From an optimization exercise on the open Yosys and OpenROAD flow, aimed at small area; shortcuts taken in it are not production practice.
Only simulation tests tie the RTL to the original design; equivalence was not proved.
No driver is modelled on the clock port, so clocking that relies on it looks cheaper here than on a real chip.
Power is estimated from default activity; no workload was simulated.

== rev 12 ==
==> module FreqCounter, before the edit <==
module FreqCounter(
    input mclk,
    input rst,
    input signal,
    output [15:0] freq
);
reg [15:0] lfsr;     
reg [12:0] fc;       
reg        old;
reg [2:0]  av;
reg [14:0] sa;
reg [14:0] sm;
reg        p;
reg        m;        
reg [14:0] fq;       
wire gate_end = (lfsr == 16'h9487);
wire e = signal ^ old;
wire in6 = (av == 3'd6);
wire fin = gate_end & in6;
wire [13:0] fci;
inc #(13) i0(.a(fc), .ci(e), .s(fci));
wire wrap = fci[13];
wire [12:0] fcn = fci[12:0];
wire [15:0] sai;
inc #(15) i1(.a(sa), .ci(e), .s(sai));
wire [14:0] san = {sai[14:13] - wrap, sai[12:0]};
wire [15:0] smi;
inc #(15) i2(.a(sm), .ci(in6 ? e & p : e), .s(smi));
wire [14:0] smn = {smi[14:12] - (wrap ? (in6 ? 3'd1 : 3'd2) : 3'd0), smi[11:0]};
always @(posedge mclk) begin
    if (rst) begin
        lfsr <= 0; fc <= 0; old <= 0; av <= 0; sa <= 0; sm <= 0; p <= 0; m <= 0; fq <= 0;
    end else begin
        old <= signal;
        lfsr <= gate_end ? 16'd0 : {lfsr[14:0], ~(lfsr[15] ^ lfsr[14] ^ lfsr[12] ^ lfsr[3])};
        fc  <= gate_end ? 13'd0 : fcn;
        if (gate_end)
            av <= av + 3'd1;
        m <= fin;
        sa <= m ? {14'd0, e} : san;
        if (fin) begin
            sm <= {3'd0, fcn[12:1]};
            p <= fcn[0];
        end else begin
            sm <= smn;
            if (in6)
                p <= p ^ e;
        end
        if (fin)
            fq <= smn;
        else if (m)
            fq <= sa;
    end
end
assign freq = {1'b0, fq};
endmodule
clock: 10.0 ns
lec_check: 0
cap_margin: 20
core_margin: 2
core_utilization: 70
slew_margin: 20
standard.sh (not shown) runs the stock make flow with config.mk's settings and CLKGATE_MAP_FILE= SYNTH_SCRIPT=/design/flow/synth_recipe.tcl, a recipe that flattens the netlist after the stock synthesis.
==> flow/flow/run.sh <==
#!/bin/bash
# Standard ORFS layout, with two changes made through the flow's own variables:
# the port buffers are buf_1 cells, and CTS builds the clock tree from
# clkbuf_4 cells without dummy loads.
set -euo pipefail
export BUFFER_PORTS_ARGS="-buffer_cell sky130_fd_sc_hd__buf_1"
export CTS_ARGS="-sink_clustering_enable -repair_clock_nets -buf_list sky130_fd_sc_hd__clkbuf_4 -dont_use_dummy_load"
bash standard.sh finish > standard_flow.log 2>&1
For rev 13, these inputs were changed with respect to rev 12:
--- a/flow/design.v
+++ b/flow/design.v
@@ -14,7 +14,7 @@
 reg        p;
 reg        m;        
 reg [14:0] fq;       
-wire gate_end = (lfsr == 16'h9487);
+wire gate_end = ({lfsr[15:11], lfsr[8:0]} == {5'b01100, 9'b110001011});
 wire e = signal ^ old;
 wire in6 = (av == 3'd6);
 wire fin = gate_end & in6;
@@ -33,7 +33,7 @@
         lfsr <= 0; fc <= 0; old <= 0; av <= 0; sa <= 0; sm <= 0; p <= 0; m <= 0; fq <= 0;
     end else begin
         old <= signal;
-        lfsr <= gate_end ? 16'd0 : {lfsr[14:0], ~(lfsr[15] ^ lfsr[14] ^ lfsr[12] ^ lfsr[3])};
+        lfsr <= gate_end ? 16'd0 : {lfsr[14:0], ~(lfsr[15] ^ lfsr[12])};
         fc  <= gate_end ? 13'd0 : fcn;
         if (gate_end)
             av <= av + 3'd1;
### Flow results
Higher area of all placed cells without fillers among rev 12 and rev 13: rev 12
In the metrics for rev 12 and rev 13, the one carrying the lower required time of the critical path is rev 13.
Diff rev 12 -> rev 13: met1 wire length decreased 8.1%, peak ir drop on the vdd network increased about 10%, via count of the first global-routing pass decreased 3.7%, wire length of the first global-routing pass decreased about 7%.
Rev 13 vs. rev 12: static leakage went up by about 3.4%.
From rev 12 to rev 13, number of max-slew violations in the final report did not move at all.
Maximum cell stage delay along the critical path essentially unchanged between rev 13 and rev 12.
Compared rev 12 against rev 13; detailed-route DRC error count within noise.

========
The RTL this note starts from:
==> flow/design.v <==
`timescale 1ns / 1ps
module FreqCounter(
    input mclk,
    input rst,
    input signal,
    output [15:0] freq
);
reg [15:0] lr;       
wire [15:0] lfsr = lr ^ 16'haaaa;
reg [12:0] fc;       
reg        old;
reg [2:0]  av;
reg [14:0] sa;
reg [14:0] sm;
reg        h0;       
reg        m;        
reg [14:0] fq;       
wire gate_end = ({lfsr[15:11], lfsr[8:0]} == {5'b01100, 9'b110001011});
wire e = signal ^ old;
wire in6 = (av == 3'd6);
wire fin = gate_end & in6;
wire [13:0] fci;
inc #(13) i0(.a(fc), .ci(e), .s(fci));
wire wrap = fci[13];
wire [12:0] fcn = fci[12:0];
wire [15:0] sai;
inc #(15) i1(.a(sa), .ci(e), .s(sai));
wire [14:0] san = {sai[14:13] - wrap, sai[12:0]};
wire [15:0] smi;
inc #(15) i2(.a(sm), .ci(in6 ? e & (h0 ^ fc[0]) : e), .s(smi));
wire [14:0] smn = {smi[14:12] - (wrap ? (in6 ? 3'd1 : 3'd2) : 3'd0), smi[11:0]};
always @(posedge mclk) begin
    if (rst) begin
        lr <= 16'haaaa; fc <= 0; old <= 0; av <= 0; sa <= 0; sm <= 0; h0 <= 0; m <= 0; fq <= 0;
    end else begin
        old <= signal;
        lr <= (gate_end ? 16'd0 : {lfsr[14:0], ~(lfsr[15] ^ lfsr[12])}) ^ 16'haaaa;
        fc  <= gate_end ? 13'd0 : fcn;
        if (gate_end)
            av <= av + 3'd1;
        m <= fin;
        sa <= m ? {14'd0, e} : san;
        if (fin) begin
            sm <= {3'd0, fcn[12:1]};
            h0 <= fcn[0];
        end else
            sm <= smn;
        if (fin)
            fq <= smn;
        else if (m)
            fq <= sa;
    end
end
assign freq = {1'b0, fq};
endmodule
module inc #(parameter W = 8) (input [W-1:0] a, input ci, output [W:0] s);
wire [W:0] c;
assign c[0] = ci;
genvar i;
generate for (i = 0; i < W; i = i + 1) begin : g
    assign s[i] = a[i] ^ c[i];
    assign c[i+1] = a[i] & c[i];
end endgenerate
assign s[W] = c[W];
endmodule
clock: 10.0 ns
lec_check: 0
cap_margin: 20
core_margin: 2
core_utilization: 70
slew_margin: 20
==> flow/flow/run.sh <==
#!/bin/bash
# Standard ORFS layout, with three changes made through the flow's own
# variables and hooks:
#  - the port buffers are buf_1 cells;
#  - CTS builds the clock tree from clkbuf_4 cells without dummy loads;
#  - after CTS, flow/downsize.tcl moves logic cells to a smaller drive strength
#    wherever timing, slew and capacitance still hold with margin.
set -euo pipefail
export BUFFER_PORTS_ARGS="-buffer_cell sky130_fd_sc_hd__buf_1"
export CTS_ARGS="-sink_clustering_enable -repair_clock_nets -buf_list sky130_fd_sc_hd__clkbuf_4 -dont_use_dummy_load"
export POST_CTS_TCL="$PWD/flow/downsize.tcl"
bash standard.sh finish > standard_flow.log 2>&1
==> flow/flow/downsize.tcl <==
# Downsize logic cells to drive strength 1 where timing, slew and
# capacitance still hold with margin.
proc ds_ok {} {
  estimate_parasitics -placement
  if {[sta::worst_slack_cmd max] < 0.5e-9} { return 0 }
  if {[sta::worst_slack_cmd min] < 0.05e-9} { return 0 }
  if {[sta::max_slew_violation_count] > 0} { return 0 }
  if {[sta::max_capacitance_violation_count] > 0} { return 0 }
  if {[sta::max_slew_check_slack_limit] < 0.15} { return 0 }
  if {[sta::max_capacitance_check_slack_limit] < 0.15} { return 0 }
  return 1
}
set db [ord::get_db]
set block [ord::get_db_block]
set n 0; set saved 0.0
if {![ds_ok]} { puts "downsize: design not clean before, skipping" } else {
foreach inst [$block getInsts] {
  set m [$inst getMaster]
  set name [$m getName]
  if {![regexp {^(sky130_fd_sc_hd__[a-z0-9]+)_([0-9]+)$} $name -> base drv]} continue
  if {$drv <= 1} continue
  if {[regexp {clkbuf|clkinv|clkdly|dfxtp|dfrtp|tap|fill|decap|conb|dlygate} $base]} continue
  set old_area [expr {[$m getWidth] * [$m getHeight]}]
  foreach d {0 1 2 4} {
    if {$d >= $drv} break
    set cand [$db findMaster ${base}_$d]
    if {$cand eq "NULL" || $cand eq ""} continue
    if {[$cand getWidth] >= [$m getWidth]} continue
    $inst swapMaster $cand
    if {[ds_ok]} {
      incr n
      set saved [expr {$saved + ($old_area - [$cand getWidth] * [$cand getHeight]) / 1e6}]
      puts "downsize: [$inst getName] $name -> [$cand getName]"
      break
    }
    $inst swapMaster $m
  }
}
}
estimate_parasitics -placement
puts "downsize: $n cells, [format %.1f $saved] um2"
Rerun with:
==> flow/design.v (replaced) <==
`timescale 1ns / 1ps
module FreqCounter(
    input mclk,
    input rst,
    input signal,
    output [15:0] freq
);
reg [15:0] lfsr;     
reg [12:0] fc;       
reg        old;
reg [2:0]  av;
reg [14:0] sa;
reg [14:0] sm;
reg        p;
reg        m;        
reg [14:0] fq;       
wire gate_end = ({lfsr[15:11], lfsr[8:0]} == {5'b01100, 9'b110001011});
wire e = signal ^ old;
wire in6 = (av == 3'd6);
wire fin = gate_end & in6;
wire [13:0] fci;
inc #(13) i0(.a(fc), .ci(e), .s(fci));
wire wrap = fci[13];
wire [12:0] fcn = fci[12:0];
wire [15:0] sai;
inc #(15) i1(.a(sa), .ci(e), .s(sai));
wire [14:0] san = {sai[14:13] - wrap, sai[12:0]};
wire [15:0] smi;
inc #(15) i2(.a(sm), .ci(in6 ? e & p : e), .s(smi));
wire [14:0] smn = {smi[14:12] - (wrap ? (in6 ? 3'd1 : 3'd2) : 3'd0), smi[11:0]};
always @(posedge mclk) begin
    if (rst) begin
        lfsr <= 0; fc <= 0; old <= 0; av <= 0; sa <= 0; sm <= 0; p <= 0; m <= 0; fq <= 0;
    end else begin
        old <= signal;
        lfsr <= gate_end ? 16'd0 : {lfsr[14:0], ~(lfsr[15] ^ lfsr[12])};
        fc  <= gate_end ? 13'd0 : fcn;
        if (gate_end)
            av <= av + 3'd1;
        m <= fin;
        sa <= m ? {14'd0, e} : san;
        if (fin) begin
            sm <= {3'd0, fcn[12:1]};
            p <= fcn[0];
        end else begin
            sm <= smn;
            if (in6)
                p <= p ^ e;
        end
        if (fin)
            fq <= smn;
        else if (m)
            fq <= sa;
    end
end
assign freq = {1'b0, fq};
endmodule
module inc #(parameter W = 8) (input [W-1:0] a, input ci, output [W:0] s);
wire [W:0] c;
assign c[0] = ci;
genvar i;
generate for (i = 0; i < W; i = i + 1) begin : g
    assign s[i] = a[i] ^ c[i];
    assign c[i+1] = a[i] & c[i];
end endgenerate
assign s[W] = c[W];
endmodule
=> Sequential share of layout area is lower by 0.76 points; count of clock-buffer cells in the layout does not change; design area is higher by 1.6%; register-to-register slack gets worse by 320 ps; first-iteration DRC count is lower by 11%; via count is lower by 1.1%.

-- what the ideal ports hide --
The results above use ideal ports. As a check the final layouts listed here were re-extracted and re-timed, cells and wires unchanged. Step 1 sets driving cells, clkbuf_16 on the clock port and buf_2 on the other inputs (assumed; they add their load-dependent delay and slew). Step 2 times the ports against the registers' clock, not the clock port: input delays grow and output delays shrink by t, the midpoint of the rising clock arrivals with the driver on. a / b / c = no drivers / after step 1 / after step 2; a / b = the first two.
| run | t (ns) | setup WS [ns] | latest minus earliest clock arrival (ns) |
|---|---|---|---|
| rev 12 | 0.430 | 3.916 / 3.922 / 3.491 | 0.029 / 0.029 |
| rev 13 | 0.418 | 3.951 / 3.955 / 3.537 | 0.028 / 0.028 |
| the first run of note 2 | 0.408 | 4.353 / 4.359 / 3.951 | 0.017 / 0.018 |
| the second run of note 2 | 0.418 | 3.950 / 3.954 / 3.536 | 0.027 / 0.027 |
After both steps setup and hold are still met in every run listed. For rev 12, which loses most, drivers alone change the setup slack by +0.006 ns; drivers and shift together by -0.425 ns.
